This is an optimization exercise on Yosys and OpenROAD, whose aim is small area and a short achievable clock period, not a production implementation.
The RTL was checked by simulation tests, not by an equivalence proof against the original design.
Power figures rest on the tool's default switching activity, not on a simulated workload.

$ cat flow/flow/run.sh
#!/bin/bash
# Standard ORFS layout, except that the port buffers are the smallest
# plain buffer (buffer_ports picks a slow delay cell by default) and the
# clock tree uses fewer, larger sink clusters and no dummy loads.
# Each step's full output goes to a log file in the work folder.
set -euo pipefail
export BUFFER_PORTS_ARGS="-buffer_cell sky130_fd_sc_hd__buf_1"
export CTS_ARGS="-sink_clustering_enable -repair_clock_nets -sink_clustering_size 30 -sink_clustering_max_diameter 200 -buf_list {sky130_fd_sc_hd__clkbuf_4 sky130_fd_sc_hd__clkbuf_8} -dont_use_dummy_load"
bash standard.sh synth > synth.log 2>&1
bash standard.sh > layout.log 2>&1
$ cat flow/constraint.sdc
create_clock -name core_clock -period 6.0 [get_ports {clk}]
set_input_delay 1.2000 -clock core_clock [delete_from_list [all_inputs] [get_ports {clk}]]
set_output_delay 1.2000 -clock core_clock [all_outputs]
set_load 0.01 [all_outputs]
$ cat flow/standard.sh
#!/bin/bash
# synth_recipe.tcl (not shown) runs the flow's synth.tcl, then flattens the netlist and writes it again
# the make line also repeats each setting of config.mk as NAME=value (left out here)
make -C /OpenROAD-flow-scripts/flow DESIGN_CONFIG=/design/flow/config.mk WORK_HOME=/design/flow/orfs CLKGATE_MAP_FILE= SYNTH_SCRIPT=/design/flow/synth_recipe.tcl "${@:-finish}"
$ cat flow/config.mk
export PLATFORM = sky130hd
export DESIGN_NAME = neuron
export DESIGN_NICKNAME = neuron
export VERILOG_FILES = /design/flow/design.v
export SDC_FILE = /design/flow/constraint.sdc
export NUM_CORES = 4
export LEC_CHECK = 0
export ABC_AREA = 1
export CAP_MARGIN = 20
export CORE_MARGIN = 2
export CORE_UTILIZATION = 40
export SETUP_SLACK_MARGIN = 3.6
export SLEW_MARGIN = 20
$ cat flow/design.v
module neuron(
    input  logic clk,
    input  logic rst_n,
    input  logic signed [7:0] x,
    input  logic signed [7:0] w,
    input  logic signed [7:0] bias,
    output logic signed [17:0] y
);
  logic [7:0] x1;
  logic [3:0] bone, btwo, bneg;
  wire [8:0] we = {w, 1'b0};
  logic [3:0] one_d, two_d, neg_d;
  always_comb begin
    for (int i = 0; i < 4; i++) begin
      one_d[i] = we[2*i+1] ^ we[2*i];
      two_d[i] = (we[2*i+2] & ~we[2*i+1] & ~we[2*i]) | (~we[2*i+2] & we[2*i+1] & we[2*i]);
      neg_d[i] = we[2*i+2] & ~(we[2*i+1] & we[2*i]);
    end
  end
  always_ff @(posedge clk or negedge rst_n) begin
    if (!rst_n) begin
      x1 <= 8'd0; bone <= 4'd0; btwo <= 4'd0; bneg <= 4'd0;
    end else begin
      x1 <= x; bone <= one_d; btwo <= two_d; bneg <= neg_d;
    end
  end
  wire sel0_0 = (bone[0] & x1[0]);
  wire sel0_1 = (bone[0] & x1[1]) | (btwo[0] & x1[0]);
  wire sel0_2 = (bone[0] & x1[2]) | (btwo[0] & x1[1]);
  wire sel0_3 = (bone[0] & x1[3]) | (btwo[0] & x1[2]);
  wire sel0_4 = (bone[0] & x1[4]) | (btwo[0] & x1[3]);
  wire sel0_5 = (bone[0] & x1[5]) | (btwo[0] & x1[4]);
  wire sel0_6 = (bone[0] & x1[6]) | (btwo[0] & x1[5]);
  wire sel0_7 = (bone[0] & x1[7]) | (btwo[0] & x1[6]);
  wire sel0_8 = (bone[0] & x1[7]) | (btwo[0] & x1[7]);
  wire pp0_0 = sel0_0 ^ bneg[0];
  wire pp0_1 = sel0_1 ^ bneg[0];
  wire pp0_2 = sel0_2 ^ bneg[0];
  wire pp0_3 = sel0_3 ^ bneg[0];
  wire pp0_4 = sel0_4 ^ bneg[0];
  wire pp0_5 = sel0_5 ^ bneg[0];
  wire pp0_6 = sel0_6 ^ bneg[0];
  wire pp0_7 = sel0_7 ^ bneg[0];
  wire ps0_s = sel0_8 ^ bneg[0];
  wire sel1_0 = (bone[1] & x1[0]);
  wire sel1_1 = (bone[1] & x1[1]) | (btwo[1] & x1[0]);
  wire sel1_2 = (bone[1] & x1[2]) | (btwo[1] & x1[1]);
  wire sel1_3 = (bone[1] & x1[3]) | (btwo[1] & x1[2]);
  wire sel1_4 = (bone[1] & x1[4]) | (btwo[1] & x1[3]);
  wire sel1_5 = (bone[1] & x1[5]) | (btwo[1] & x1[4]);
  wire sel1_6 = (bone[1] & x1[6]) | (btwo[1] & x1[5]);
  wire sel1_7 = (bone[1] & x1[7]) | (btwo[1] & x1[6]);
  wire sel1_8 = (bone[1] & x1[7]) | (btwo[1] & x1[7]);
  wire pp1_0 = sel1_0 ^ bneg[1];
  wire pp1_1 = sel1_1 ^ bneg[1];
  wire pp1_2 = sel1_2 ^ bneg[1];
  wire pp1_3 = sel1_3 ^ bneg[1];
  wire pp1_4 = sel1_4 ^ bneg[1];
  wire pp1_5 = sel1_5 ^ bneg[1];
  wire pp1_6 = sel1_6 ^ bneg[1];
  wire pp1_7 = sel1_7 ^ bneg[1];
  wire ps1_s = sel1_8 ^ bneg[1];
  wire sel2_0 = (bone[2] & x1[0]);
  wire sel2_1 = (bone[2] & x1[1]) | (btwo[2] & x1[0]);
  wire sel2_2 = (bone[2] & x1[2]) | (btwo[2] & x1[1]);
  wire sel2_3 = (bone[2] & x1[3]) | (btwo[2] & x1[2]);
  wire sel2_4 = (bone[2] & x1[4]) | (btwo[2] & x1[3]);
  wire sel2_5 = (bone[2] & x1[5]) | (btwo[2] & x1[4]);
  wire sel2_6 = (bone[2] & x1[6]) | (btwo[2] & x1[5]);
  wire sel2_7 = (bone[2] & x1[7]) | (btwo[2] & x1[6]);
  wire sel2_8 = (bone[2] & x1[7]) | (btwo[2] & x1[7]);
  wire pp2_0 = sel2_0 ^ bneg[2];
  wire pp2_1 = sel2_1 ^ bneg[2];
  wire pp2_2 = sel2_2 ^ bneg[2];
  wire pp2_3 = sel2_3 ^ bneg[2];
  wire pp2_4 = sel2_4 ^ bneg[2];
  wire pp2_5 = sel2_5 ^ bneg[2];
  wire pp2_6 = sel2_6 ^ bneg[2];
  wire pp2_7 = sel2_7 ^ bneg[2];
  wire ps2_s = sel2_8 ^ bneg[2];
  wire sel3_0 = (bone[3] & x1[0]);
  wire sel3_1 = (bone[3] & x1[1]) | (btwo[3] & x1[0]);
  wire sel3_2 = (bone[3] & x1[2]) | (btwo[3] & x1[1]);
  wire sel3_3 = (bone[3] & x1[3]) | (btwo[3] & x1[2]);
  wire sel3_4 = (bone[3] & x1[4]) | (btwo[3] & x1[3]);
  wire sel3_5 = (bone[3] & x1[5]) | (btwo[3] & x1[4]);
  wire sel3_6 = (bone[3] & x1[6]) | (btwo[3] & x1[5]);
  wire sel3_7 = (bone[3] & x1[7]) | (btwo[3] & x1[6]);
  wire sel3_8 = (bone[3] & x1[7]) | (btwo[3] & x1[7]);
  wire pp3_0 = sel3_0;
  wire pp3_1 = sel3_1 ^ (bneg[3] & (sel3_0));
  wire pp3_2 = sel3_2 ^ (bneg[3] & (sel3_0 | sel3_1));
  wire pp3_3 = sel3_3 ^ (bneg[3] & (sel3_0 | sel3_1 | sel3_2));
  wire pp3_4 = sel3_4 ^ (bneg[3] & (sel3_0 | sel3_1 | sel3_2 | sel3_3));
  wire pp3_5 = sel3_5 ^ (bneg[3] & (sel3_0 | sel3_1 | sel3_2 | sel3_3 | sel3_4));
  wire pp3_6 = sel3_6 ^ bneg[3];
  wire pp3_7 = sel3_7 ^ bneg[3];
  wire ps3_s = sel3_8 ^ bneg[3];
  wire neg3c = bneg[3] & ~(sel3_0 | sel3_1 | sel3_2 | sel3_3 | sel3_4 | sel3_5);
  wire hs0 = pp0_4 ^ pp1_2;
  wire hc0 = pp0_4 & pp1_2;
  wire hs1 = pp0_5 ^ pp1_3;
  wire hc1 = pp0_5 & pp1_3;
  wire fs2 = pp0_6 ^ pp1_4 ^ pp2_2;
  wire fc2 = (pp0_6 & pp1_4) | (pp0_6 & pp2_2) | (pp1_4 & pp2_2);
  wire fs3 = pp0_7 ^ pp1_5 ^ pp2_3;
  wire fc3 = (pp0_7 & pp1_5) | (pp0_7 & pp2_3) | (pp1_5 & pp2_3);
  wire fs4 = ps0_s ^ pp1_6 ^ pp2_4;
  wire fc4 = (ps0_s & pp1_6) | (ps0_s & pp2_4) | (pp1_6 & pp2_4);
  wire fs5 = ps0_s ^ pp1_7 ^ pp2_5;
  wire fc5 = (ps0_s & pp1_7) | (ps0_s & pp2_5) | (pp1_7 & pp2_5);
  wire fs6 = ~ps0_s ^ ~ps1_s ^ pp2_6;
  wire fc6 = (~ps0_s & ~ps1_s) | (~ps0_s & pp2_6) | (~ps1_s & pp2_6);
  wire hs7 = pp2_7 ^ 1'b1;
  wire hc7 = pp2_7 & 1'b1;
  wire hs8 = ~ps2_s ^ pp3_6;
  wire hc8 = ~ps2_s & pp3_6;
  wire hs9 = pp0_2 ^ pp1_0;
  wire hc9 = pp0_2 & pp1_0;
  wire hs10 = pp0_3 ^ pp1_1;
  wire hc10 = pp0_3 & pp1_1;
  wire fs11 = pp2_0 ^ bneg[2] ^ hs0;
  wire fc11 = (pp2_0 & bneg[2]) | (pp2_0 & hs0) | (bneg[2] & hs0);
  wire fs12 = pp2_1 ^ hs1 ^ hc0;
  wire fc12 = (pp2_1 & hs1) | (pp2_1 & hc0) | (hs1 & hc0);
  wire fs13 = pp3_0 ^ hc1 ^ fs2;
  wire fc13 = (pp3_0 & hc1) | (pp3_0 & fs2) | (hc1 & fs2);
  wire fs14 = pp3_1 ^ fs3 ^ fc2;
  wire fc14 = (pp3_1 & fs3) | (pp3_1 & fc2) | (fs3 & fc2);
  wire fs15 = pp3_2 ^ fs4 ^ fc3;
  wire fc15 = (pp3_2 & fs4) | (pp3_2 & fc3) | (fs4 & fc3);
  wire fs16 = pp3_3 ^ fs5 ^ fc4;
  wire fc16 = (pp3_3 & fs5) | (pp3_3 & fc4) | (fs5 & fc4);
  wire fs17 = pp3_4 ^ fs6 ^ fc5;
  wire fc17 = (pp3_4 & fs6) | (pp3_4 & fc5) | (fs6 & fc5);
  wire fs18 = pp3_5 ^ hs7 ^ fc6;
  wire fc18 = (pp3_5 & hs7) | (pp3_5 & fc6) | (hs7 & fc6);
  wire fs19 = neg3c ^ hs8 ^ hc7;
  wire fc19 = (neg3c & hs8) | (neg3c & hc7) | (hs8 & hc7);
  wire fs20 = pp3_7 ^ 1'b1 ^ hc8;
  wire fc20 = (pp3_7 & 1'b1) | (pp3_7 & hc8) | (1'b1 & hc8);
  logic [16:0] ps, pc;
  assign ps[15] = 1'b1;
  assign ps[16] = 1'b1;
  assign pc[1] = 1'b0;
  assign pc[15] = 1'b0;
  assign pc[16] = 1'b0;
  always_ff @(posedge clk) begin
    ps[0] <= pp0_0;
    ps[1] <= pp0_1;
    ps[2] <= bneg[1];
    ps[3] <= hs10;
    ps[4] <= fs11;
    ps[5] <= fs12;
    ps[6] <= fs13;
    ps[7] <= fs14;
    ps[8] <= fs15;
    ps[9] <= fs16;
    ps[10] <= fs17;
    ps[11] <= fs18;
    ps[12] <= fs19;
    ps[13] <= fs20;
    ps[14] <= ~ps3_s;
    pc[0] <= bneg[0];
    pc[2] <= hs9;
    pc[3] <= hc9;
    pc[4] <= hc10;
    pc[5] <= fc11;
    pc[6] <= fc12;
    pc[7] <= fc13;
    pc[8] <= fc14;
    pc[9] <= fc15;
    pc[10] <= fc16;
    pc[11] <= fc17;
    pc[12] <= fc18;
    pc[13] <= fc19;
    pc[14] <= fc20;
  end
  logic [8:0] alo;
  logic [16:9] ahi;
  logic cy;
  wire [16:0] acc = {ahi, alo};
  wire [16:0] cs_s = acc ^ ps ^ pc;
  wire [16:0] cs_c = (acc & ps) | (acc & pc) | (ps & pc);
  wire [9:0] lo_d = {1'b0, cs_s[8:0]} + {1'b0, cs_c[7:0], 1'b0};
  wire [8:0] hi_w = {cs_s[16:9], 1'b1} + {cs_c[15:8], cy};
  wire [7:0] hi_d = hi_w[8:1];
  always_ff @(posedge clk or negedge rst_n) begin
    if (!rst_n) begin
      alo <= 9'd0; ahi <= 8'd0; cy <= 1'b0;
    end else begin
      alo <= lo_d[8:0]; ahi <= hi_d; cy <= lo_d[9];
    end
  end
  logic vld;
  always_ff @(posedge clk or negedge rst_n) begin
    if (!rst_n) vld <= 1'b0;
    else vld <= 1'b1;
  end
  logic [8:0] vlo, vh;
  logic vb7;
  always_ff @(posedge clk) begin
    vlo <= {1'b0, alo[7:0]} + {1'b0, bias};
    vh  <= acc[16:8] + {7'd0, cy, 1'b0};              
    vb7 <= bias[7];
  end
  wire [8:0] sh = vh;
  wire c8 = vlo[8];
  wire [9:0] vd = {{9{vb7 & ~c8}}, vb7 ^ c8};        
  wire [9:0] vhi = {sh[8], sh} + vd;                 
  logic [17:0] v5;
  always_ff @(posedge clk) v5 <= {vhi, vlo[7:0]};
  logic vld2;
  always_ff @(posedge clk or negedge rst_n) begin
    if (!rst_n) vld2 <= 1'b0;
    else vld2 <= vld;
  end
  logic [16:0] r2;
  wire keep = vld2 & ~v5[17];
  always_ff @(posedge clk) r2 <= v5[16:0] & {17{keep}};
  logic [16:0] yr;
  always_ff @(posedge clk or negedge rst_n) begin
    if (!rst_n) yr <= 17'd0;
    else yr <= r2;
  end
  assign y = {1'b0, yr};
endmodule
==> results of run 1 <==
## area by class of cell
class / count / area (sq um)
Fill cell: 1473 / 8728
Sequential cell: 140 / 3088
Multi-Input combinational cell: 371 / 2809
Inverter: 109 / 409.1
Tap cell: 216 / 270.3
Clock buffer: 17 / 234.0
Timing Repair Buffer: 44 / 173.9
## per-stage QoR
| stage | hold WS [ps] | area [sq um] | total power (uW) | std cells |
|---|---|---|---|---|
| 5_1_grt | 310.4 | 6984 | 4132 | 897 |
| 3_5_place_dp | 312.1 | 6735 | 3228 | 879 |
| 6_report | 316.9 | 6984 | 3709 | 897 |
| 2_1_floorplan | 309.6 | 6356 | 2881 | 628 |
| 4_1_cts | 318.8 | 6969 | 3766 | 896 |
| 3_3_place_gp | 313.4 | 6735 | 3158 | 879 |
## state kept, by name, indices dropped and copies added, names as in the netlist
| register | cells |
|---|---|
| vlo | 9 |
| ahi | 8 |
| btwo | 4 |
| x1 | 8 |
| bone | 4 |
| yr | 17 |
| vld2 | 1 |
| v5 | 18 |
| vh | 9 |
| cy | 1 |
| alo | 9 |
| ps | 15 |
| vld | 1 |
| r2 | 17 |
| pc | 14 |
| vb7 | 1 |
| bneg | 4 |
## synth_stat cells
cell        n
inv_1     104
dfxtp_1    83
nand2_1    81
dfrtp_1    57
xor2_1     56
ha_1       39
nor2_1     35
nand3_1    32
fa_1       30
o22ai_1    24
a21oi_1    20
o21ai_0    13
nand2_2     7
nor2_4      6
clkbuf_1    5
xnor2_1     5
nand4_1     4
nor2_2      4
a21o_1      3
inv_2       3
nand3b_1    3
clkinv_1    2
conb_1      2
nand3_2     2
nor3_1      2
a21boi_0    1
a31oi_1     1
buf_12      1
buf_4       1
buf_6       1
nor3_2      1
## layout by cell type (no fill, tap or decap)
| master | netlist | layout |
|---|---|---|
| inv_1 | 104 | 104 |
| dfxtp_1 | 83 | 83 |
| nand2_1 | 81 | 81 |
| dfrtp_1 | 57 | 57 |
| xor2_1 | 56 | 55 |
| buf_1 | 0 | 41 |
| ha_1 | 39 | 39 |
| nor2_1 | 35 | 35 |
| nand3_1 | 32 | 32 |
| fa_1 | 30 | 30 |
| o22ai_1 | 24 | 24 |
| a21oi_1 | 20 | 20 |
| clkbuf_8 | 0 | 17 |
| o21ai_0 | 13 | 13 |
| nand2_2 | 7 | 7 |
| nor2_4 | 6 | 6 |
| xnor2_1 | 5 | 5 |
| nand4_1 | 4 | 4 |
| nor2_2 | 4 | 4 |
| a21o_1 | 3 | 3 |
| inv_2 | 3 | 3 |
| nand3b_1 | 3 | 3 |
| nand3_2 | 2 | 2 |
| nor3_1 | 2 | 2 |
| clkinv_1 | 2 | 2 |
| conb_1 | 2 | 2 |
| buf_4 | 1 | 2 |
| a31oi_1 | 1 | 1 |
| a21boi_0 | 1 | 1 |
| nor3_2 | 1 | 1 |
| xor2_2 | 0 | 1 |
| clkbuf_2 | 0 | 1 |
## worst reg2reg max path, stage by stage, from the launching register on
cell	delay [ps]
dfrtp_1	400
fa_1	490
fa_1	450
nand3_1	110
nand2_1	80
a21boi_0	310
nor2_1	70
o21ai_0	150
nand2_1	70
## final timing paths
kind	startpoint	endpoint	slack, ps	depth (start not counted)
worst max-delay path	alo[2]	cy	3760	8
worst min-delay path	vlo[2]	v5[2]	320	0
worst max register to register	alo[2]	cy	3760	8
worst min register to register	vlo[2]	v5[2]	320	0
max in group asynchronous	rst_n	x1[5]	4600	2
min in group asynchronous	rst_n	yr[1]	870	2
## metal layers
metal / vias up / global-route usage / part of all wire / routed length, um
li1: 2061 / - / - / -
met5: - / 0 / 0 / 0
met2: 93 / 0.2180 / 0.48 / 4509
met4: 0 / 0.07970 / 0.025 / 235
met1: 1843 / 0.1424 / 0.45 / 4198
met3: 21 / 0.03403 / 0.046 / 430
## report_power, final
| part | switching, uW | internal, uW |
|---|---|---|
| Clock | 279 | 248 |
| Sequential | 158 | 1310 |
| Combinational | 988 | 724 |
## cell families (layout without fill, tap and decap cells)
family                   after synthesis  after routing  synth area share
AND/OR/NAND/NOR                      177            177            0.1289
flip-flops                           140            140            0.4858
buffers and inverters                117            170           0.07343
adder cells (fa/ha/maj)               69             69            0.1713
AO/OA/AOI/OAI                         62             62           0.05532
XOR/XNOR                              61             61           0.08405
other                                  2              2          0.001182
## repair_timing
item,CTS,global route
endpoints found under the setup margin,0,3
gates resized for setup,0,1
setup buffers,0,1
==> flow_summary.toml, run 1 <==
[route]
vias = 4018
ant_nets = 0
drt_pre_antenna_iters = 4
wl_per_cell_um = 10.45
drtIter0Drc = 97
routed_via_density = 4.479
route.detailed.drc = 0
wirelength_mm = 9.374

[synthesis]
yosys.area.top_type = "dfxtp_1"
synth_top_cell_area_share = 0.2614
yosys-top-cells-area = "dfxtp_1 (26%), dfrtp_1 (22%), fa_1 (9.4%)"
yosysSeqAreaShare = 0.4858
synth_fp_nets = 723
ys_ff_latch = 140
syn_avg_cell_area_sq_um = 10.12
synth_area_sq_um = 6356
yosys_warnings = 1
ys_types = 31
synthCells = 628

[worst_setup_path]
cpPeakStageDelay_ps = 490
crit_arrival_ps = 2560
path_max_fanout = 2
critPathKind = "reg -> reg"
crit_family = "adder cells"
worst_setup_path_start_kind = "flip-flop"
crit_chain = "fa_1, fa_1, nand3_1, nand2_1, a21boi_0, nor2_1, o21ai_0, nand2_1"
crit_path_end_kind = "flip-flop"
worst-path-buf-inv = 0
required_ps = 6310
cp_slowest_cell = "fa_1"

[sta]
fin_crit_sh = 0.3740
worstMarginPinSlew_ps = 712.9
min_period_ps = 2244
finalMaxSlewViolations = 0
relSlewSlack = 0.5247
setup_tns_ps = 0
setup_viol = 0
skew_ps = 17.94
fmax_ghz = 0.4456
fin_ws_ps = 3756
grt_setup_unrepaired = "no"
hold_viol = 0

[clocking]
root_buffer = "clkbuf_8"
clk_latency_ps = 440
numCtsBuffers = 17
cts.sinks = 140
cts_tree = "yes"
ctsHoldBuffers = 0
clk_pin_slew_ps = 70
cts_buffer_depth = 2
htree_levels = 4

[placed_design]
place_congestion = 0.8493
dp_hpwl_mm = 7.411
dpl_worst_slack_ps = 3579
port_buffers = 42

[layout]
areaGrowthSynthToFinish_pct = 9.882
drive_above_1_share = 0.06461
fin_util = 0.4445
antennaDiodeCount = 0
nets = 778

[grt]
grt_antenna_before_repair = 0
first_global_vias = 4074
grtUsageTotal = 0.1279
grt_pass1_wl_mm = 16.99
grt_overflow = 0
grt_max_degree = 58

[min_path]
hold_path.class = "reg -> reg"

[floorplanning]
core-area_sq_um = 15710
die_h_um = 130.1
die_w_um = 130.1
placementRows = 46
io_pins = 44
initial_core_util = 0.4045
dieArea_sq_um = 16910

[power_and_ir_drop]
ir_worst_vdd_v = 0.0001807
leakagePower_uw = 0.003481
p_per_area_nw_per_um2 = 531.1

[run]
cap_violations = 0

[outcome]
status = "no timing/DRC/antenna violations"
==> run 2: changes to the inputs <==
--- a/flow/config.mk
+++ b/flow/config.mk
@@ -11,3 +11,3 @@
 export CORE_UTILIZATION = 40
-export SETUP_SLACK_MARGIN = 3.6
+export SETUP_SLACK_MARGIN = 3.85
 export SLEW_MARGIN = 20
==> run 2 against run 1 <==
Total power rose by 3.6%. Largest cell class unchanged. Count of clock-buffer cells in the layout did not move. Worst hold slack improved by 3.4 ps. Highest routed layer unchanged. Non-clock buffer count rose by 6. Clock power is essentially flat. Core utilization rose by 1.2 points. Still clean. Critical endpoint is now y[15]. First-iteration DRC count increased by 63%.
==> flow_summary.toml, run 2 <==
[worst_setup_path]
cpPeakStageDelay_ps = 380
crit_chain = "buf_6"
cp_slowest_cell = "dfrtp_1"
critPathKind = "reg -> out"
worst-path-buf-inv = 1
r2r-start = "alo[2]"
crit_arrival_ps = 930
crit_family = "flip-flops"
r2r_cells = 8
crit_path_end_kind = "output port"
worst_setup_path_start_kind = "flip-flop"
r2r-end = "cy"
rrSetupSlack_ps = 3930
required_ps = 4800
path_max_fanout = 1

[sta]
setup_tns_ps = 0
fmax_ghz = 0.4688
grt_setup_unrepaired = "yes"
relSlewSlack = 0.5333
skew_ps = 18.52
min_period_ps = 2133
hold_viol = 0
finalMaxSlewViolations = 0
setup_viol = 0
worstMarginPinSlew_ps = 700.1
fin_crit_sh = 0.3555

[synthesis]
synthMuxAreaShare = 0
ys_ff_latch = 140
synth_top_cell_area_share = 0.2614
synth-edff-count = 0
ys_types = 31
yosysSeqAreaShare = 0.4858
yosys-top-cells-area = "dfxtp_1 (26%), dfrtp_1 (22%), fa_1 (9.4%)"
synth_xor_area_frac = 0.08406
ys.flop_type = "dfxtp_1"
synthCells = 628
synth_compound_area_frac = 0.05531
synth-adder-area-share = 0.1713
synth_area_sq_um = 6356
yosys_warnings = 1
yosys.area.top_type = "dfxtp_1"
yosys.area_share.simple = 0.1289
synthArstFlopShare = 0.4071
synth_common_cells = "inv_1 (104), dfxtp_1 (83), nand2_1 (81), dfrtp_1 (57), xor2_1 (56)"
synth_most_common_cell = "inv_1"
syn_avg_cell_area_sq_um = 10.12
synth_top_family_by_area = "adder cells"
synth_fp_nets = 723

[route]
wirelength_mm = 9.371
drtIter0Drc = 158
drt_pre_antenna_iters = 5
routed_via_density = 4.369
ant_nets = 0
vias = 3945
route.detailed.drc = 0
wl_per_cell_um = 10.38

[grt]
grt_overflow = 0
grt_antenna_before_repair = 0
grt_pass1_wl_mm = 16.65
first_global_vias = 3968
grt_max_degree = 58
grtUsageTotal = 0.1263

[min_path]
hold_path.class = "reg -> reg"
hold_depth = 0
min_from = "vlo[7]"
hold_path_end = "v5[7]"

[layout]
fin_util = 0.4562
nets = 784
mostFrequentLayoutCell = "inv_1"
largest_reg_flops = 18
reg_top3 = "v5: 18 flops, r2: 17 flops, yr: 17 flops"
antennaDiodeCount = 0
areaGrowthSynthToFinish_pct = 12.78
mostFrequentLayoutCells = "inv_1 (99), dfxtp_1 (83), nand2_1 (81)"
largest-register = "v5"
fillers = 1477
ff_latch_area_sq_um = 3092
multi_input_area_sq_um = 2888
drive_above_1_share = 0.1325
instances_no_fill = 903

[power_and_ir_drop]
leakagePower_uw = 0.003567
p_per_area_nw_per_um2 = 536.1
ir_worst_vdd_v = 0.0001807

[clocking]
htree_levels = 4
cts_buffer_depth = 2
clk_pin_slew_ps = 80
cts.sinks = 140
clk_latency_ps = 430
numCtsBuffers = 17
cts_tree = "yes"
root_buffer = "clkbuf_8"

[placed_design]
dp_hpwl_mm = 7.326
place_congestion = 0.8494
port_buffers = 42
placed_cells = 879

[floorplanning]
placementRows = 46
initial_core_util = 0.4045
core-area_sq_um = 15710
die_h_um = 130.1
die_w_um = 130.1
io_pins = 44
dieArea_sq_um = 16910

[outcome]
status = "no timing/DRC/antenna violations"

[run]
cap_violations = 0
run 2: cell counts after synthesis:
Identical to the previous run, type by type.
run 2: layout make-up:
| class | count | area share |
|---|---|---|
| Sequential cell | 140 | 0.4313 |
| Inverter | 109 | 0.05847 |
| Multi-Input combinational cell | 371 | 0.4029 |
| Tap cell | 216 | 0.03770 |
| Clock buffer | 17 | 0.03264 |
| Timing Repair Buffer | 50 | 0.03700 |
run 2: how the worst max path moves through the flow:
stage,to,cells past startpoint,startpoint
floorplan,vlo[6],5,bias[0]
global placement,vlo[6],6,bias[0]
detailed placement,vlo[6],6,bias[0]
CTS,ps[9],7,bone[0]
global route,y[4],1,yr[4]
finish,y[15],1,yr[15]
run 2: metrics by stage:
step                      hold slack [ps]  power (uW)  instance area [sq um]  setup WS, ps
after floorplan                     309.6        2892                   6392          3824
after global placement              313.2        3172                   6770          3656
after detailed placement            312.1        3237                   6770          3622
after CTS                           321.2        3795                   7015          3788
after global routing                322.5        4262                   7168          3789
final                               320.3        3843                   7168          3867
run 2: report_power, final:
part           internal (uW)  total (uW)  switching, uW  leakage [uW]
Sequential              1310        1470            162       0.00140
Combinational            821        1840           1020       0.00205
Clock                    248         525            276      0.000122
run 2: logic make-up after synthesis:
| kind of cell | Yosys count |
|---|---|
| DFF | 140 |
| other | 2 |
| and+or+nand+nor | 177 |
| buffers and inverters | 117 |
| AOI/OAI and AO/OA | 62 |
| adders and majority gates | 69 |
| xor gates and xnor gates | 61 |
run 2: what timing repair did:
| action | CTS | global route |
|---|---|---|
| endpoints found under the setup margin | 18 | 37 |
| pin swaps | 1 | 5 |
| resized for setup | 3 | 47 |
| setup buffers | 1 | 6 |
| hold buffers | 0 | 0 |
run 2: layer usage:
metal / global-route usage / share of wire / up-vias
li1: - / - / 2065
met1: 0.1416 / 0.45 / 1788
met2: 0.2128 / 0.49 / 80
met3: 0.04961 / 0.050 / 12
met4: 0.05693 / 0.015 / 0
met5: 0 / 0 / -
run 2: worst register-to-register path, delay by kind of cell (launching register included):
| family | cells | cell delay, ps |
|---|---|---|
| fa+ha+maj | 2 | 910 |
| compound gates | 2 | 310 |
| simple gates | 4 | 320 |
| flops | 1 | 400 |
==> run 3: changes to the inputs <==
--- a/flow/config.mk
+++ b/flow/config.mk
@@ -11,3 +11,3 @@
 export CORE_UTILIZATION = 40
-export SETUP_SLACK_MARGIN = 3.85
+export SETUP_SLACK_MARGIN = 3.75
 export SLEW_MARGIN = 20
==> run 3 against run 2 <==
Still clean. Maximum frequency shrank 0.34%. Register-to-register slack got worse by 70 ps. Non-clock buffer count fell by 5. Combinational power shrank 4%. Cell count decreased by 0.55%. First-iteration DRC count decreased by 11%. Area after synthesis stayed put. Die area is the same. Setup slack got worse by 7.2 ps. Critical path type is now reg -> reg.
==> flow_summary.toml, run 3 <==
[power_and_ir_drop]
internal_power_uw = 2305
p_per_area_nw_per_um2 = 536.4
switching_share = 0.3873
ir_worst_vdd_v = 0.0002017
p_sw_uw = 1457
p_clk_frac = 0.140
leakagePower_uw = 0.003485
seqPwrFrac = 0.392
combPwrFrac = 0.468

[synthesis]
yosys.area.top_type = "dfxtp_1"
synth_top_cell_area_share = 0.2614
yosys-top-cells-area = "dfxtp_1 (26%), dfrtp_1 (22%), fa_1 (9.4%)"
yosysSeqAreaShare = 0.4858
synth_common_cells = "inv_1 (104), dfxtp_1 (83), nand2_1 (81), dfrtp_1 (57), xor2_1 (56)"
synth_fp_nets = 723
ys.flop_type = "dfxtp_1"
syn_avg_cell_area_sq_um = 10.12
synthCells = 628
synth_most_common_cell = "inv_1"
synthArstFlopShare = 0.4071
ys_types = 31
yosys_warnings = 1
ys_ff_latch = 140
synth-edff-count = 0
synth_area_sq_um = 6356

[route]
drtIter0Drc = 140
vias = 4001
wirelength_mm = 9.539
drt_pre_antenna_iters = 5
routed_via_density = 4.455
wl_per_cell_um = 10.62
route.detailed.drc = 0
ant_nets = 0

[clocking]
cts_tree = "yes"
cts_buffer_depth = 2
htree_levels = 4
root_buffer = "clkbuf_8"
numCtsBuffers = 17
clk_pin_slew_ps = 80
clk_latency_ps = 420
cts.sinks = 140

[worst_setup_path]
path_max_fanout = 8
crit_arrival_ps = 2430
rrSetupSlack_ps = 3860
r2r-end = "ps[9]"
required_ps = 6290
r2r_cells = 7
crit_path_end_kind = "flip-flop"
worst_setup_path_start_kind = "flip-flop"
r2r-start = "btwo[0]"
critPathKind = "reg -> reg"

[placed_design]
port_buffers = 42
place_congestion = 0.8652
dp_hpwl_mm = 7.543

[layout]
mostFrequentLayoutCells = "inv_1 (103), dfxtp_1 (83), nand2_1 (81)"
largest_reg_flops = 18
largest-register = "v5"
antennaDiodeCount = 0
reg_top3 = "v5: 18 flops, r2: 17 flops, yr: 17 flops"
areaGrowthSynthToFinish_pct = 10.35
mostFrequentLayoutCell = "inv_1"
nets = 779
fillers = 1480
drive_above_1_share = 0.08065

[floorplanning]
io_pins = 44
die_h_um = 130.1
dieArea_sq_um = 16910
initial_core_util = 0.4045
core-area_sq_um = 15710
placementRows = 46
die_w_um = 130.1

[grt]
grt_max_degree = 58
grt_overflow = 0
grt_antenna_before_repair = 0
grtUsageTotal = 0.1309
grt_pass1_wl_mm = 17.52
first_global_vias = 4162

[sta]
hold_viol = 0
fin_crit_sh = 0.3567
finalMaxSlewViolations = 0
hold_ws_ps = 311.4
worstMarginPinSlew_ps = 716.2
min_period_ps = 2140
skew_ps = 22.18
fmax_ghz = 0.4672
grt_setup_unrepaired = "no"
setup_viol = 0
setup_tns_ps = 0
relSlewSlack = 0.5226

[run]
cap_violations = 0

[min_path]
hold_path_end = "yr[16]"
min_from = "r2[16]"
hold_depth = 0
hold_path.class = "reg -> reg"

[outcome]
status = "no timing/DRC/antenna violations"
==> run 3: per-stage QoR <==
stage / worst slack, ps / cells / total power [uW] / area (sq um) / utilization
finish: 3860 / 898 / 3762 / 7014 / 0.4464
floorplan: 3797 / 628 / 2883 / 6367 / -
global route: 3746 / 898 / 4172 / 7014 / 0.4464
global placement: 3666 / 879 / 3162 / 6745 / 0.4293
CTS: 3761 / 896 / 3783 / 6980 / 0.4443
detailed placement: 3641 / 879 / 3239 / 6745 / 0.4293
==> run 3: how the worst max path moves through the flow <==
| stage | to | start |
|---|---|---|
| 4_1_cts | ps[10] | x1[7] |
| 3_5_place_dp | vlo[6] | bias[0] |
| 2_1_floorplan | vlo[6] | bias[0] |
| 5_1_grt | ps[9] | btwo[0] |
| 6_report | ps[9] | btwo[0] |
| 3_3_place_gp | vlo[6] | bias[0] |
==> run 3: cell type report <==
type	count	area (sq um)	share of cell area
Sequential cell	140	3089	0.4404
Clock buffer	17	234.0	0.03336
Multi-Input combinational cell	371	2830	0.4035
Timing Repair Buffer	45	181.4	0.02587
Inverter	109	409.1	0.05833
Tap cell	216	270.3	0.03853
==> run 3: worst max-delay path: stages, from the launching register on <==
cell and delay, ps:
dfrtp_1 350, inv_1 190, a21oi_2 110, xor2_2 200, buf_4 160, fa_1 530, inv_1 50, fa_1 430
==> run 3: what timing repair did <==
item	4_1_cts	5_1_grt
resized for setup	2	9
buffers inserted	0	2
endpoints found under the setup margin	2	10
hold buffers	0	0
pin swaps	0	1
==> run 3: power groups by stage <==
stage	Combinational, uW	Sequential, uW	Clock, uW
2_1_floorplan	1410	1470	0
3_3_place_gp	1670	1490	0
3_5_place_dp	1740	1500	0
4_1_cts	1750	1480	550
5_1_grt	2060	1520	588
6_report	1760	1480	526
==> run 3: cell families after synthesis <==
group,share of synthesized area
fa+ha+maj,0.1713
compound gates,0.05532
buf+inv,0.07343
flops,0.4858
xor+xnor,0.08405
simple gates,0.1289
other cells,0.001182
==> run 3: layer usage <==
layer / GRT usage / vias up / part of all wire
li1: - / 2057 / -
met1: 0.1461 / 1834 / 0.45
met2: 0.2301 / 94 / 0.49
met3: 0.03854 / 16 / 0.044
met4: 0.06072 / 0 / 0.019
met5: 0 / - / 0
==> run 4: changes to the inputs <==
--- a/flow/config.mk
+++ b/flow/config.mk
@@ -10,3 +10,3 @@
 export CORE_MARGIN = 2
-export CORE_UTILIZATION = 40
+export CORE_UTILIZATION = 50
 export SETUP_SLACK_MARGIN = 3.75
==> run 4 against run 3 <==
Total power fell by 1.2%. Area after synthesis did not move. First-iteration DRC count is 25% higher. Still clean. Worst hold slack gained 5.7 ps. Non-clock buffer count fell by 1. Critical endpoint is now ps[10].
==> flow_summary.toml, run 4 <==
[layout]
fillers = 1138
mostFrequentLayoutCell = "inv_1"
design_area_sq_um = 6948
nets = 778
multi_input_area_sq_um = 2821
areaGrowthSynthToFinish_pct = 9.311
mostFrequentLayoutCells = "inv_1 (102), dfxtp_1 (83), nand2_1 (81)"
fin_util = 0.5551
largest_reg_flops = 18
antennaDiodeCount = 0
instances_no_fill = 853
ff_latch_area_sq_um = 3090
drive_above_1_share = 0.07783
largest-register = "v5"
reg_top3 = "v5: 18 flops, r2: 17 flops, yr: 17 flops"

[worst_setup_path]
crit_family = "adder cells"
crit_chain = "inv_1, xor2_2, inv_1, fa_1, inv_1, fa_1"
rrSetupSlack_ps = 3870
worst-path-buf-inv = 3
cp_slowest_cell = "fa_1"
cpPeakStageDelay_ps = 540
crit_path_end_kind = "flip-flop"
crit_arrival_ps = 2410
critPathKind = "reg -> reg"
worst_setup_path_start_kind = "flip-flop"
required_ps = 6290
cp_common_cell = "inv_1"
path_max_fanout = 7

[placed_design]
place_congestion = 0.8448
dp_hpwl_mm = 7.573
dpl_worst_slack_ps = 3631
placed_area_sq_um = 6690
placed_cells = 835
port_buffers = 42

[clocking]
cts_buffer_depth = 2
cts.sinks = 140
numCtsBuffers = 17
root_buffer = "clkbuf_8"
clk_pin_slew_ps = 70
cts_tree = "yes"
clk_latency_ps = 420
htree_levels = 4

[power_and_ir_drop]
ir_worst_vdd_v = 0.0001771
leakagePower_uw = 0.003475
p_per_area_nw_per_um2 = 535.2

[grt]
grtUsageTotal = 0.1588
grt_pass1_wl_mm = 16.53
first_global_vias = 3878
use_met1 = 0.1738
use_met3 = 0.04307
grt_max_degree = 58
grt_overflow = 0
use_met2 = 0.2794
grt_busiest_layer = "met2"
grt_antenna_before_repair = 0

[floorplanning]
die_h_um = 116.8
core-area_sq_um = 12520
dieArea_sq_um = 13630
initial_core_util = 0.5078
io_pins = 44
die_w_um = 116.8
placementRows = 41

[outcome]
status = "no timing/DRC/antenna violations"

[sta]
fin_ws_ps = 3873
relSlewSlack = 0.5298
grt_setup_unrepaired = "no"
worstMarginPinSlew_ps = 705.2
setup_tns_ps = 0
skew_ps = 20.72
finalMaxSlewViolations = 0
setup_viol = 0
fmax_ghz = 0.4702
hold_viol = 0
fin_crit_sh = 0.3545
min_period_ps = 2127

[route]
drt_pre_antenna_iters = 4
routed_via_density = 4.692
vias = 4002
route.detailed.drc = 0
drtIter0Drc = 175
wirelength_mm = 9.563
wl_per_cell_um = 11.21
ant_nets = 0

[synthesis]
synth_fp_nets = 723
yosys-top-cells-area = "dfxtp_1 (26%), dfrtp_1 (22%), fa_1 (9.4%)"
synthArstFlopShare = 0.4071
synth_common_cells = "inv_1 (104), dfxtp_1 (83), nand2_1 (81), dfrtp_1 (57), xor2_1 (56)"
synth_top_cell_area_share = 0.2614
yosys_warnings = 1
ys_types = 31
syn_avg_cell_area_sq_um = 10.12
yosysSeqAreaShare = 0.4858
synth_area_sq_um = 6356
synth-edff-count = 0
yosys.area.top_type = "dfxtp_1"
synth_most_common_cell = "inv_1"
synthCells = 628
ys_ff_latch = 140
ys.flop_type = "dfxtp_1"

[min_path]
hold_path.class = "reg -> reg"

[run]
cap_violations = 0
[run 4: cell counts after synthesis]
No cell type changed its count.
[run 4: routing by layer]
metal	share of wire	vias to the layer above	wire length (um)
li1	-	2060	-
met1	0.43	1849	4114
met2	0.51	71	4844
met3	0.037	22	351
met4	0.026	0	252
met5	0	-	0
[run 4: layout make-up]
cell class                 instances  share of cell area
clock buffer                      17             0.03368
sequential                       140              0.4448
timing repair buffer              44             0.02503
inverter                         109             0.05943
multi-input combinational        371              0.4061
tap                              172             0.03097
[run 4: logic make-up (layout without fill, tap and decap cells)]
kind of cell             count (synthesis)  count (layout)  synth area share
XOR/XNOR                                61              61           0.08405
AND/OR/NAND/NOR                        177             177            0.1289
other                                    2               2          0.001182
AO/OA/AOI/OAI                           62              62           0.05532
flip-flops                             140             140            0.4858
adder cells (fa/ha/maj)                 69              69            0.1713
buffers and inverters                  117             170           0.07343
[run 4: metrics by stage]
stage / power [uW] / hold WS, ps
after floorplan: 2883 / 309.6
after global placement: 3171 / 310.4
after detailed placement: 3232 / 312.1
after CTS: 3776 / 316.9
after global routing: 4151 / 317.3
final: 3719 / 317.2
[run 4: timing repair]
item / 4_1_cts / 5_1_grt
hold buffers: 0 / 0
resized for setup: 2 / 8
setup buffers: 1 / 0
cloned: 0 / 0
setup endpoints to repair: 3 / 13
pin swaps: 1 / 0
[run 4: final timing paths]
check,from,endpoint,depth (start not counted)
min in group asynchronous,rst_n,yr[0],2
max in group asynchronous,rst_n,bneg[0],2
worst min register to register,vlo[4],v5[4],0
worst max register to register,bneg[0],ps[10],6
worst max-delay path,bneg[0],ps[10],6
worst min-delay path,vlo[4],v5[4],0
[run 4: power by group]
part / leakage (uW) / total, uW / internal [uW] / switching, uW
clock: 0.000122 / 526 / 249 / 277
sequential: 0.00140 / 1470 / 1310 / 162
combinational: 0.00196 / 1720 / 732 / 988
==> run 5: changes to the inputs <==
--- a/flow/config.mk
+++ b/flow/config.mk
@@ -11,2 +11,3 @@
 export CORE_UTILIZATION = 50
+export PLACE_DENSITY = 0.7
 export SETUP_SLACK_MARGIN = 3.75
==> run 5 against run 4 <==
Still clean. Via count rose by 0.95%. Area after synthesis unchanged. Die area unchanged. Core utilization grew 0.11 points. Count of clock-buffer cells in the layout did not move. Clock power rose by 1%. Worst hold slack better by 2.7 ps. Cell count is 0.12% higher. Synthesized cell count stayed put. Sequential power hardly changed. Wire length rose by 2.2%. First-iteration DRC count down 13%. Critical path type unchanged. Critical endpoint is now ps[9].
==> flow_summary.toml, run 5 <==
[layout]
fillers = 1131
nets = 779
drive_above_1_share = 0.08358
largest_reg_flops = 18
antennaDiodeCount = 0
reg_top3 = "v5: 18 flops, r2: 17 flops, yr: 17 flops"
mostFrequentLayoutCells = "inv_1 (102), dfxtp_1 (83), nand2_1 (81)"
mostFrequentLayoutCell = "inv_1"
areaGrowthSynthToFinish_pct = 9.528
largest-register = "v5"

[sta]
setup_viol = 0
setup_tns_ps = 0
grt_setup_unrepaired = "no"
fin_crit_sh = 0.3595
relSlewSlack = 0.5311
skew_ps = 23.11
hold_viol = 0
worstMarginPinSlew_ps = 703.3
finalMaxSlewViolations = 0
min_period_ps = 2157
fmax_ghz = 0.4636

[floorplanning]
placementRows = 41
die_w_um = 116.8
core-area_sq_um = 12520
dieArea_sq_um = 13630
die_h_um = 116.8
initial_core_util = 0.5078
io_pins = 44

[power_and_ir_drop]
ir_worst_vdd_v = 0.0001723
finalPower_uw = 3790
p_per_area_nw_per_um2 = 544.4
leakagePower_uw = 0.003477

[synthesis]
yosysSeqAreaShare = 0.4858
synth_top_family_by_area = "adder cells"
yosys-top-cells-area = "dfxtp_1 (26%), dfrtp_1 (22%), fa_1 (9.4%)"
synth-adder-area-share = 0.1713
synth_most_common_cell = "inv_1"
synth_xor_area_frac = 0.08406
yosys.area.top_type = "dfxtp_1"
ys.flop_type = "dfxtp_1"
synth_fp_nets = 723
synthCells = 628
yosys_warnings = 1
syn_avg_cell_area_sq_um = 10.12
synth_top_cell_area_share = 0.2614
synth_compound_area_frac = 0.05531
synthMuxAreaShare = 0
ys_ff_latch = 140
yosys.area_share.simple = 0.1289
synth_area_sq_um = 6356
ys_types = 31
synthArstFlopShare = 0.4071
synth-edff-count = 0
synth_common_cells = "inv_1 (104), dfxtp_1 (83), nand2_1 (81), dfrtp_1 (57), xor2_1 (56)"

[worst_setup_path]
crit_path_end_kind = "flip-flop"
crit_chain = "clkinv_1, xor2_1, fa_1, inv_1, fa_1"
cp_common_cell = "fa_1"
path_max_fanout = 6
cpPeakStageDelay_ps = 500
worst_setup_path_start_kind = "flip-flop"
required_ps = 6310
crit_arrival_ps = 2460
cp_slowest_cell = "fa_1"
critPathKind = "reg -> reg"

[grt]
grt_overflow = 0
grt_pass1_wl_mm = 17.04
grt_antenna_before_repair = 0
grtUsageTotal = 0.1632
grt_max_degree = 58
first_global_vias = 4021

[route]
drtIter0Drc = 152
route.detailed.drc = 0
ant_nets = 0
routed_via_density = 4.731
drt_pre_antenna_iters = 4
wl_per_cell_um = 11.45
vias = 4040
wirelength_mm = 9.778

[placed_design]
port_buffers = 42
dp_hpwl_mm = 7.610
place_congestion = 0.8612

[clocking]
clk_latency_ps = 440
ctsHoldBuffers = 0
numCtsBuffers = 17
cts_tree = "yes"
root_buffer = "clkbuf_8"
cts.sinks = 140
htree_levels = 4
clk_pin_slew_ps = 70
cts_buffer_depth = 2

[outcome]
status = "no timing/DRC/antenna violations"

[run]
cap_violations = 0

[min_path]
hold_path.class = "reg -> reg"
run 5: worst paths after layout:
check,startpoint,to,slack [ps],depth (start not counted)
worst max-delay path,bneg[2],ps[9],3840,5
worst min-delay path,vlo[1],v5[1],320,0
worst max register to register,bneg[2],ps[9],3840,5
worst min register to register,vlo[1],v5[1],320,0
max in group asynchronous,rst_n,bneg[1],4580,2
min in group asynchronous,rst_n,yr[2],890,2
run 5: logic make-up (layout without fill, tap and decap cells):
group | Yosys count | after routing
adders and majority gates | 69 | 69
DFF | 140 | 140
AOI/OAI and AO/OA | 62 | 62
other | 2 | 2
buffers and inverters | 117 | 171
xor gates and xnor gates | 61 | 61
and+or+nand+nor | 177 | 177
run 5: metal layers:
| metal | share of wire | vias to the layer above | track usage |
|---|---|---|---|
| li1 | - | 2060 | - |
| met1 | 0.44 | 1895 | 0.1777 |
| met2 | 0.52 | 78 | 0.2933 |
| met3 | 0.034 | 7 | 0.04722 |
| met4 | 0.011 | 0 | 0.07373 |
| met5 | 0 | - | 0 |
run 5: repair_timing:
item	CTS	global route
resized for setup	1	12
pin swaps	1	1
setup endpoints to repair	2	12
setup buffers	1	1
run 5: cell type report:
cell class                 count  area, sq um  share of cell area
multi-input combinational    371         2826              0.4060
timing repair buffer          45        181.4             0.02606
sequential                   140         3092              0.4441
inverter                     109        412.9             0.05931
clock buffer                  17        234.0             0.03361
tap                          172        215.2             0.03091
run 5: stage by stage:
stage	setup WS, ps	cells	util	instance area [sq um]	hold slack [ps]
4_1_cts	3788	853	0.5538	6932	320.1
5_1_grt	3758	854	0.5562	6962	317.1
6_report	3843	854	0.5562	6962	319.9
3_5_place_dp	3620	835	0.5345	6690	312.1
2_1_floorplan	3797	628	-	6367	309.6
3_3_place_gp	3664	835	0.5345	6690	310.8
run 5: worst max-delay path: cells and delay by family (launching register included):
kind	cells	cell delay (ps)
buf+inv	2	370
fa+ha+maj	2	930
flops	1	460
xor+xnor	1	270
run 5: power by group:
group	internal (uW)	leakage [uW]	switching (uW)	total, uW
Combinational	754	0.00196	1030	1780
Sequential	1310	0.00140	163	1480
Clock	248	0.000122	283	532
Total	2310	0.00348	1480	3790
==> run 6: changes to the inputs <==
--- a/flow/config.mk
+++ b/flow/config.mk
@@ -10,4 +10,3 @@
 export CORE_MARGIN = 2
-export CORE_UTILIZATION = 50
-export PLACE_DENSITY = 0.7
+export CORE_UTILIZATION = 60
 export SETUP_SLACK_MARGIN = 3.75
==> run 6 against run 5 <==
Area after synthesis did not move. Clock skew rose by 1.3 ps. Count of clock-buffer cells in the layout did not move. Final area fell by 0.74%.
==> flow_summary.toml, run 6 <==
[outcome]
status = "no timing/DRC/antenna violations"

[worst_setup_path]
critPathLaunch = "bneg[0]"
crit_chain = "inv_1, xor2_2, buf_4, fa_1, inv_1, fa_1"
cpPeakStageDelay_ps = 530
r2r-start = "bneg[0]"
worst-path-buf-inv = 3
crit_arrival_ps = 2430
cp_slowest_cell = "fa_1"
critPathKind = "reg -> reg"
crit_path_end_kind = "flip-flop"
required_ps = 6280
path_max_fanout = 7
worst_setup_path_start_kind = "flip-flop"
crit_family = "adder cells"

[route]
routed_via_density = 4.894
vias = 4003
drtIter0Drc = 88
wirelength_mm = 9.219
wl_per_cell_um = 11.27
drt_pre_antenna_iters = 4
route.detailed.drc = 0
ant_nets = 0

[synthesis]
ys_ff_latch = 140
synthArstFlopShare = 0.4071
syn_avg_cell_area_sq_um = 10.12
synth-edff-count = 0
yosys.area.top_type = "dfxtp_1"
synth_common_cells = "inv_1 (104), dfxtp_1 (83), nand2_1 (81), dfrtp_1 (57), xor2_1 (56)"
synthCells = 628
synth_area_sq_um = 6356
yosysSeqAreaShare = 0.4858
ys_types = 31
synth_most_common_cell = "inv_1"
ys.flop_type = "dfxtp_1"
synth_top_cell_area_share = 0.2614
yosys-top-cells-area = "dfxtp_1 (26%), dfrtp_1 (22%), fa_1 (9.4%)"
yosys_warnings = 1
synth_fp_nets = 723

[layout]
reg_top3 = "v5: 18 flops, r2: 17 flops, yr: 17 flops"
areaGrowthSynthToFinish_pct = 8.721
largest_reg_flops = 18
drive_above_1_share = 0.07918
largest-register = "v5"
nets = 779
antennaDiodeCount = 0
mostFrequentLayoutCells = "inv_1 (102), dfxtp_1 (83), nand2_1 (81)"
mostFrequentLayoutCell = "inv_1"

[grt]
grt_overflow = 0
grt_pass1_wl_mm = 16.24
grt_antenna_before_repair = 0
first_global_vias = 3874
grtUsageTotal = 0.1815
grt_max_degree = 58

[run]
cap_violations = 0

[sta]
fin_ws_ps = 3852
setup_viol = 0
hold_viol = 0
finalMaxSlewViolations = 0
relSlewSlack = 0.5411
worstMarginPinSlew_ps = 688.4
grt_setup_unrepaired = "yes"
min_period_ps = 2148
fin_crit_sh = 0.3580
fmax_ghz = 0.4656
setup_tns_ps = 0
skew_ps = 24.39
hold_ws_ps = 310.7

[clocking]
cts_buffer_depth = 2
cts_tree = "yes"
root_buffer = "clkbuf_8"
ctsHoldBuffers = 0
clk_latency_ps = 420
htree_levels = 4
cts.sinks = 140
clk_pin_slew_ps = 80
numCtsBuffers = 17

[power_and_ir_drop]
ir_worst_vdd_v = 0.0002726
p_per_area_nw_per_um2 = 541.0
leakagePower_uw = 0.003479

[floorplanning]
io_pins = 44
dieArea_sq_um = 11430
core-area_sq_um = 10320
placementRows = 37
die_w_um = 106.9
die_h_um = 106.9
initial_core_util = 0.6157

[placed_design]
dpl_worst_slack_ps = 3647
dp_hpwl_mm = 7.079
place_congestion = 0.8934
port_buffers = 42

[min_path]
min_from = "vlo[1]"
hold_path.class = "reg -> reg"
[run 6: cell counts after synthesis]
Identical to the previous run, type by type.
[run 6: where the power goes]
group / internal, uW / leakage [uW] / switching, uW
Sequential: 1310 / 0.00140 / 161
Combinational: 735 / 0.00196 / 1000
Clock: 249 / 0.000122 / 280
Total: 2300 / 0.00348 / 1440
[run 6: worst reg2reg max path, cell delays in order, from the launching register on]
cell	delay, ps
dfrtp_2	480
inv_1	230
xor2_2	120
buf_4	150
fa_1	530
inv_1	50
fa_1	430
[run 6: logic make-up (layout without fill, tap and decap cells)]
| logic type | count (synthesis) | count (layout) | synth area share |
|---|---|---|---|
| AOI/OAI and AO/OA | 62 | 62 | 0.05532 |
| buffers and inverters | 117 | 171 | 0.07343 |
| other | 2 | 2 | 0.001182 |
| xor gates and xnor gates | 61 | 61 | 0.08405 |
| DFF | 140 | 140 | 0.4858 |
| and+or+nand+nor | 177 | 177 | 0.1289 |
| adders and majority gates | 69 | 69 | 0.1713 |
[run 6: repair_timing]
item                                   in CTS  in global routing
resized for setup                           2                  9
setup endpoints to repair                   3                 12
pin swaps                                   1                  0
endpoints found under the hold margin       0                  0
buffers inserted                            2                  0
[run 6: layout make-up]
cell class                 count  area, sq um
clock buffer                  17        234.0
fill                         842         3413
inverter                     109        412.9
multi-input combinational    371         2821
sequential                   140         3090
tap                          136        170.2
timing repair buffer          45        181.4
[run 6: per-stage QoR]
step,cells,power [uW],utilization,area [sq um]
2_1_floorplan,628,2883,-,6367
3_3_place_gp,799,3158,0.6437,6645
3_5_place_dp,799,3218,0.6437,6645
4_1_cts,818,3778,0.6679,6895
5_1_grt,818,4119,0.6694,6910
6_report,818,3739,0.6694,6910
[run 6: routing by layer]
layer	global-route usage	wire length [um]	share of wire
met1	0.1990	4006	0.43
met2	0.3258	4678	0.51
met3	0.04924	281	0.030
met4	0.08442	252	0.027
met5	0	0	0
[run 6: final timing paths]
check,to,slack [ps],depth (start not counted)
worst min-delay path,v5[1],310,0
worst max-delay path,ps[9],3850,6
max in group asynchronous,bneg[0],4610,2
worst max register to register,ps[9],3850,6
min in group asynchronous,yr[0],910,2
worst min register to register,v5[1],310,0
==> run 7: changes to the inputs <==
--- a/flow/config.mk
+++ b/flow/config.mk
@@ -10,4 +10,4 @@
 export CORE_MARGIN = 2
-export CORE_UTILIZATION = 60
-export SETUP_SLACK_MARGIN = 3.75
+export CORE_UTILIZATION = 50
+export SETUP_SLACK_MARGIN = 3.8
 export SLEW_MARGIN = 20
==> run 7 against run 6 <==
Sequential share of layout area is 0.61 points lower. Maximum frequency up 0.43%. Highest routed layer unchanged. Synthesized cell count unchanged. Count of clock-buffer cells in the layout is the same.
==> flow_summary.toml, run 7 <==
[placed_design]
dp_hpwl_mm = 7.503
dpl_worst_slack_ps = 3626
place_congestion = 0.8476
port_buffers = 42
placed_cells = 835

[route]
routed_via_density = 4.679
vias = 3996
wirelength_mm = 9.589
route.detailed.drc = 0
drt_pre_antenna_iters = 4
drtIter0Drc = 188
wl_per_cell_um = 11.23
ant_nets = 0

[sta]
setup_viol = 0
skew_ps = 18.40
fin_crit_sh = 0.3565
worstMarginPinSlew_ps = 701.8
relSlewSlack = 0.5321
setup_tns_ps = 0
fin_ws_ps = 3861
grt_setup_unrepaired = "yes"
hold_viol = 0
fmax_ghz = 0.4676
finalMaxSlewViolations = 0
min_period_ps = 2139

[clocking]
htree_levels = 4
cts_tree = "yes"
numCtsBuffers = 17
clk_latency_ps = 430
cts.sinks = 140
clk_pin_slew_ps = 70
cts_buffer_depth = 2
root_buffer = "clkbuf_8"

[layout]
ff_latch_area_sq_um = 3089
drive_above_1_share = 0.09091
largest-register = "v5"
multi_input_area_sq_um = 2859
fillers = 1134
instances_no_fill = 854
mostFrequentLayoutCells = "inv_1 (100), dfxtp_1 (83), nand2_1 (81)"
largest_reg_flops = 18
reg_top3 = "v5: 18 flops, r2: 17 flops, yr: 17 flops"
antennaDiodeCount = 0
nets = 779
areaGrowthSynthToFinish_pct = 10.18
mostFrequentLayoutCell = "inv_1"

[worst_setup_path]
crit_chain = "buf_6"
cp_slowest_cell = "dfrtp_1"
path_max_fanout = 1
required_ps = 4800
cpPeakStageDelay_ps = 380
critPathKind = "reg -> out"
crit_path_end_kind = "output port"
worst-path-buf-inv = 1
crit_family = "flip-flops"
worst_setup_path_start_kind = "flip-flop"
crit_arrival_ps = 940

[synthesis]
yosys-top-cells-area = "dfxtp_1 (26%), dfrtp_1 (22%), fa_1 (9.4%)"
synth-adder-area-share = 0.1713
synth_area_sq_um = 6356
yosys.area_share.simple = 0.1289
ys.flop_type = "dfxtp_1"
yosys_warnings = 1
synth_top_family_by_area = "adder cells"
synth_xor_area_frac = 0.08406
syn_avg_cell_area_sq_um = 10.12
synth-edff-count = 0
synth_top_cell_area_share = 0.2614
ys_ff_latch = 140
ys_types = 31
synth_fp_nets = 723
yosysSeqAreaShare = 0.4858
synth_most_common_cell = "inv_1"
synthMuxAreaShare = 0
yosys.area.top_type = "dfxtp_1"
synth_common_cells = "inv_1 (104), dfxtp_1 (83), nand2_1 (81), dfrtp_1 (57), xor2_1 (56)"
synthCells = 628
synth_compound_area_frac = 0.05531
synthArstFlopShare = 0.4071

[outcome]
status = "no timing/DRC/antenna violations"

[grt]
grtUsageTotal = 0.1611
grt_pass1_wl_mm = 16.59
grt_overflow = 0
grt_max_degree = 58
grt_antenna_before_repair = 0
first_global_vias = 3892

[power_and_ir_drop]
seqPwrFrac = 0.391
p_sw_uw = 1459
p_clk_frac = 0.141
p_per_area_nw_per_um2 = 538.0
ir_worst_vdd_v = 0.0002072
internal_power_uw = 2308
leakagePower_uw = 0.003495
switching_share = 0.3873
combPwrFrac = 0.468

[floorplanning]
die_w_um = 116.8
core-area_sq_um = 12520
dieArea_sq_um = 13630
die_h_um = 116.8
initial_core_util = 0.5078
placementRows = 41
io_pins = 44

[run]
cap_violations = 0

[min_path]
hold_path.class = "reg -> reg"
## run 7: cell count changes in the layout (fill, tap and decap cells not counted), sizes merged
cell    change
buf         -2
clkbuf      +2
## run 7: repair_timing
action | in CTS | in global routing
hold buffers | 0 | 0
buffers inserted | 0 | 2
gates resized for setup | 7 | 14
pin swaps | 1 | 1
endpoints found under the setup margin | 6 | 15
## run 7: worst paths after layout
| path | from | to | slack [ps] | depth (start not counted) |
|---|---|---|---|---|
| worst max-delay path | yr[16] | y[16] | 3860 | 1 |
| worst min-delay path | vlo[5] | v5[5] | 310 | 0 |
| worst max register to register | bneg[0] | ps[8] | 3910 | 6 |
| worst min register to register | vlo[5] | v5[5] | 310 | 0 |
| max in group asynchronous | rst_n | bneg[0] | 4600 | 2 |
| min in group asynchronous | rst_n | yr[1] | 880 | 2 |
## run 7: cell type report
class,instances,share of cell area
multi-input combinational,371,0.4083
timing repair buffer,45,0.02734
sequential,140,0.4411
clock buffer,17,0.03341
tap,172,0.03073
inverter,109,0.05914
## run 7: power groups by stage
stage / clock [uW] / combinational [uW] / sequential [uW]
finish: 532 / 1760 / 1470
CTS: 556 / 1760 / 1480
global placement: 0 / 1680 / 1490
floorplan: 0 / 1410 / 1480
detailed placement: 0 / 1740 / 1500
global route: 593 / 2070 / 1520
## run 7: logic make-up (layout without fill, tap and decap cells)
| group | after synthesis | in the layout |
|---|---|---|
| other cells | 2 | 2 |
| xor+xnor | 61 | 61 |
| simple gates | 177 | 177 |
| flops | 140 | 140 |
| fa+ha+maj | 69 | 69 |
| compound gates | 62 | 62 |
| buf+inv | 117 | 171 |
## run 7: layer usage
metal,track usage,part of all wire,vias to the layer above
li1,-,-,2056
met1,0.1739,0.43,1845
met2,0.2890,0.51,74
met3,0.04619,0.037,21
met4,0.07843,0.024,0
met5,0,0,-
## run 7: metrics by stage
step	hold WS [ps]	utilization	area [sq um]	power, uW
2_1_floorplan	309.6	-	6380	2886
3_3_place_gp	310.0	0.5355	6703	3175
3_5_place_dp	312.1	0.5355	6703	3242
4_1_cts	315.3	0.5561	6960	3796
5_1_grt	314.0	0.5595	7003	4179
6_report	313.2	0.5595	7003	3768
==> run 8: changes to the inputs <==
--- a/flow/design.v
+++ b/flow/design.v
@@ -19,7 +19,8 @@
   end
+  always_ff @(posedge clk) x1 <= x;
   always_ff @(posedge clk or negedge rst_n) begin
     if (!rst_n) begin
-      x1 <= 8'd0; bone <= 4'd0; btwo <= 4'd0; bneg <= 4'd0;
+      bone <= 4'd0; btwo <= 4'd0; bneg <= 4'd0;
     end else begin
-      x1 <= x; bone <= one_d; btwo <= two_d; bneg <= neg_d;
+      bone <= one_d; btwo <= two_d; bneg <= neg_d;
     end
==> run 8 against run 7 <==
Maximum frequency is 1.7% higher. Wire length is 0.76% lower. Critical path depth is 6 higher. Core utilization is 0.37 points higher. Via count is 0.13% higher. Final area is 0.25% higher. Flip-flop and latch count stayed put. Register-to-register slack hardly changed. Critical path type is now reg -> reg. Largest power group unchanged. Highest routed layer unchanged.
==> flow_summary.toml, run 8 <==
[sta]
grt_setup_unrepaired = "no"
relSlewSlack = 0.5964
fin_crit_sh = 0.3506
finalMaxSlewViolations = 0
min_period_ps = 2104
hold_viol = 0
skew_ps = 14.77
fmax_ghz = 0.4753
setup_tns_ps = 0
setup_viol = 0
worstMarginPinSlew_ps = 605.3

[worst_setup_path]
worst-path-buf-inv = 3
crit_path_end_kind = "flip-flop"
required_ps = 6290
cp_slowest_cell = "fa_1"
crit_arrival_ps = 2400
critPathKind = "reg -> reg"
worst_setup_path_start_kind = "flip-flop"
crit_family = "adder cells"
crit_chain = "inv_4, a21oi_4, xor2_4, inv_2, fa_1, inv_1, fa_1"
cp_common_cell = "fa_1"
cpPeakStageDelay_ps = 530
path_max_fanout = 8

[synthesis]
synth_fp_nets = 723
synth-adder-area-share = 0.1723
synth_top_family_by_area = "adder cells"
synth_common_cells = "inv_1 (104), dfxtp_1 (91), nand2_1 (81), xor2_1 (56), dfrtp_1 (49)"
synth_compound_area_frac = 0.05567
yosysSeqAreaShare = 0.4826
yosys.area_share.simple = 0.1298
synth_xor_area_frac = 0.08459
synthArstFlopShare = 0.3500
ys.flop_type = "dfxtp_1"
synth_most_common_cell = "inv_1"
yosys_warnings = 1
ys_types = 31
yosys-top-cells-area = "dfxtp_1 (29%), dfrtp_1 (19%), fa_1 (9.5%)"
syn_avg_cell_area_sq_um = 10.06
synthMuxAreaShare = 0
yosys.area.top_type = "dfxtp_1"
ys_ff_latch = 140
synth_top_cell_area_share = 0.2884
synth_area_sq_um = 6316
synth-edff-count = 0
synthCells = 628

[layout]
areaGrowthSynthToFinish_pct = 11.15
mostFrequentLayoutCell = "inv_1"
mostFrequentLayoutCells = "inv_1 (99), dfxtp_1 (91), nand2_1 (81)"
largest-register = "v5"
drive_above_1_share = 0.09593
reg_top3 = "v5: 18 flops, r2: 17 flops, yr: 17 flops"
antennaDiodeCount = 0
nets = 785
largest_reg_flops = 18

[power_and_ir_drop]
combPwrFrac = 0.471
internal_power_uw = 2327
finalPower_uw = 3768
p_sw_uw = 1441
leakagePower_uw = 0.003484
p_per_area_nw_per_um2 = 536.7
switching_share = 0.3824
p_clk_frac = 0.139
seqPwrFrac = 0.390
ir_worst_vdd_v = 0.0001859

[route]
route.detailed.drc = 0
drtIter0Drc = 148
wirelength_mm = 9.516
wl_per_cell_um = 11.07
routed_via_density = 4.652
vias = 4001
ant_nets = 0
drt_pre_antenna_iters = 4

[floorplanning]
initial_core_util = 0.5067
die_h_um = 116.4
die_w_um = 116.4
placementRows = 41
io_pins = 44
core-area_sq_um = 12470
dieArea_sq_um = 13550

[clocking]
numCtsBuffers = 17
ctsHoldBuffers = 0
root_buffer = "clkbuf_8"
cts_tree = "yes"
clk_latency_ps = 430
cts_buffer_depth = 2
clk_pin_slew_ps = 70
htree_levels = 4
cts.sinks = 140

[grt]
grt_overflow = 0
first_global_vias = 3876
grt_max_degree = 50
grt_pass1_wl_mm = 16.68
grtUsageTotal = 0.1605
grt_antenna_before_repair = 0

[run]
cap_violations = 0

[min_path]
hold_path.class = "reg -> reg"

[placed_design]
dp_hpwl_mm = 7.499
place_congestion = 0.8448
port_buffers = 42

[outcome]
status = "no timing/DRC/antenna violations"
-- run 8: repair_timing --
action	in CTS	in global routing
cloned	0	0
buffers inserted	0	8
resized for setup	4	16
pin swaps	0	3
hold endpoints to repair	0	0
setup endpoints to repair	4	18
-- run 8: metal layers --
| layer | vias to the layer above | GRT usage | share of wire |
|---|---|---|---|
| met5 | - | 0 | 0 |
| met4 | 0 | 0.08492 | 0.023 |
| met2 | 82 | 0.2880 | 0.51 |
| met1 | 1830 | 0.1718 | 0.43 |
| li1 | 2071 | - | - |
| met3 | 18 | 0.04411 | 0.036 |
-- run 8: final cells by class --
class / count / area, sq um
clock buffer: 17 / 234.0
fill: 1100 / 5445
inverter: 109 / 425.4
multi-input combinational: 371 / 2856
sequential: 140 / 3050
tap: 172 / 215.2
timing repair buffer: 51 / 239.0
-- run 8: logic make-up (layout without fill, tap and decap cells) --
kind of cell             after synthesis  after routing
buffers and inverters                117            177
adder cells (fa/ha/maj)               69             69
AND/OR/NAND/NOR                      177            177
XOR/XNOR                              61             61
flip-flops                           140            140
AO/OA/AOI/OAI                         62             62
other                                  2              2
-- run 8: power by group through the flow --
stage               logic (uW)  clock network, uW  registers [uW]
floorplan                 1410                  0            1470
global placement          1680                  0            1490
detailed placement        1730                  0            1500
CTS                       1750                548            1480
global route              2090                592            1510
finish                    1770                525            1470
-- run 8: path summary, 6_finish.rpt --
| check | start | endpoint | slack, ps | cells past startpoint |
|---|---|---|---|---|
| setup / recovery | bone[0] | ps[10] | 3900 | 7 |
| hold reg to reg | vlo[3] | v5[3] | 320 | 0 |
| hold / removal | vlo[3] | v5[3] | 320 | 0 |
| setup reg to reg | bone[0] | ps[10] | 3900 | 7 |
| max in group asynchronous | rst_n | bneg[0] | 4690 | 2 |
| min in group asynchronous | rst_n | yr[3] | 880 | 2 |
-- run 8: per-stage QoR --
stage | cells | util | area (sq um) | hold WS [ps] | setup WS, ps
global route | 860 | 0.5632 | 7020 | 317.8 | 3801
floorplan | 628 | - | 6340 | 309.6 | 3823
finish | 860 | 0.5632 | 7020 | 316.1 | 3896
CTS | 852 | 0.5546 | 6913 | 318.4 | 3737
global placement | 835 | 0.5345 | 6663 | 310.0 | 3646
detailed placement | 835 | 0.5345 | 6663 | 312.8 | 3634
-- run 8: worst reg2reg max path: stages (launching register included) --
cell and delay [ps]:
dfrtp_1 390, inv_4 80, a21oi_4 210, xor2_4 220, inv_2 60, fa_1 530, inv_1 50, fa_1 430

[what the ideal ports hide]
How much do the figures lean on ideal ports? The routed layouts below were timed once more, with nothing changed but the port constraints.
Step 1: set_driving_cell puts a clkbuf_16 on clk and a buf_2 on each other input, an assumption about the parent block.
Step 2 moves the port delays by t, midway between the first and last clock arrival at a register: inputs arrive t later, outputs are due t later. That takes back most of the time a late clock gives input paths.
a / b / c = no drivers / after step 1 / after step 2; a / b = the first two.
run | t (ns) | setup slack, ns | hold slack, ns | slew at the worst register clock pin (ns) | pins driven straight from the clock port
run 1 | 0.456 | 3.756 / 3.756 / 3.579 | 0.317 / 0.317 / 0.317 | 0.08 / 0.08 | 1
run 2 | 0.457 | 3.867 / 3.832 / 3.645 | 0.320 / 0.320 / 0.320 | 0.08 / 0.08 | 1
run 3 | 0.448 | 3.860 / 3.847 / 3.643 | 0.311 / 0.311 / 0.311 | 0.08 / 0.08 | 1
run 4 | 0.447 | 3.873 / 3.859 / 3.634 | 0.317 / 0.317 / 0.317 | 0.08 / 0.08 | 1
run 5 | 0.461 | 3.843 / 3.837 / 3.637 | 0.320 / 0.320 / 0.320 | 0.07 / 0.07 | 1
run 6 | 0.445 | 3.852 / 3.852 / 3.640 | 0.311 / 0.311 / 0.311 | 0.08 / 0.08 | 1
run 7 | 0.459 | 3.861 / 3.828 / 3.636 | 0.313 / 0.313 / 0.313 | 0.07 / 0.07 | 1
run 8 | 0.452 | 3.896 / 3.865 / 3.635 | 0.316 / 0.316 / 0.316 | 0.07 / 0.07 | 1
After both steps setup and hold are still met in every run listed. The setup slack of run 8, which loses most, moves by -0.031 ns with the drivers and by -0.261 ns with both steps.
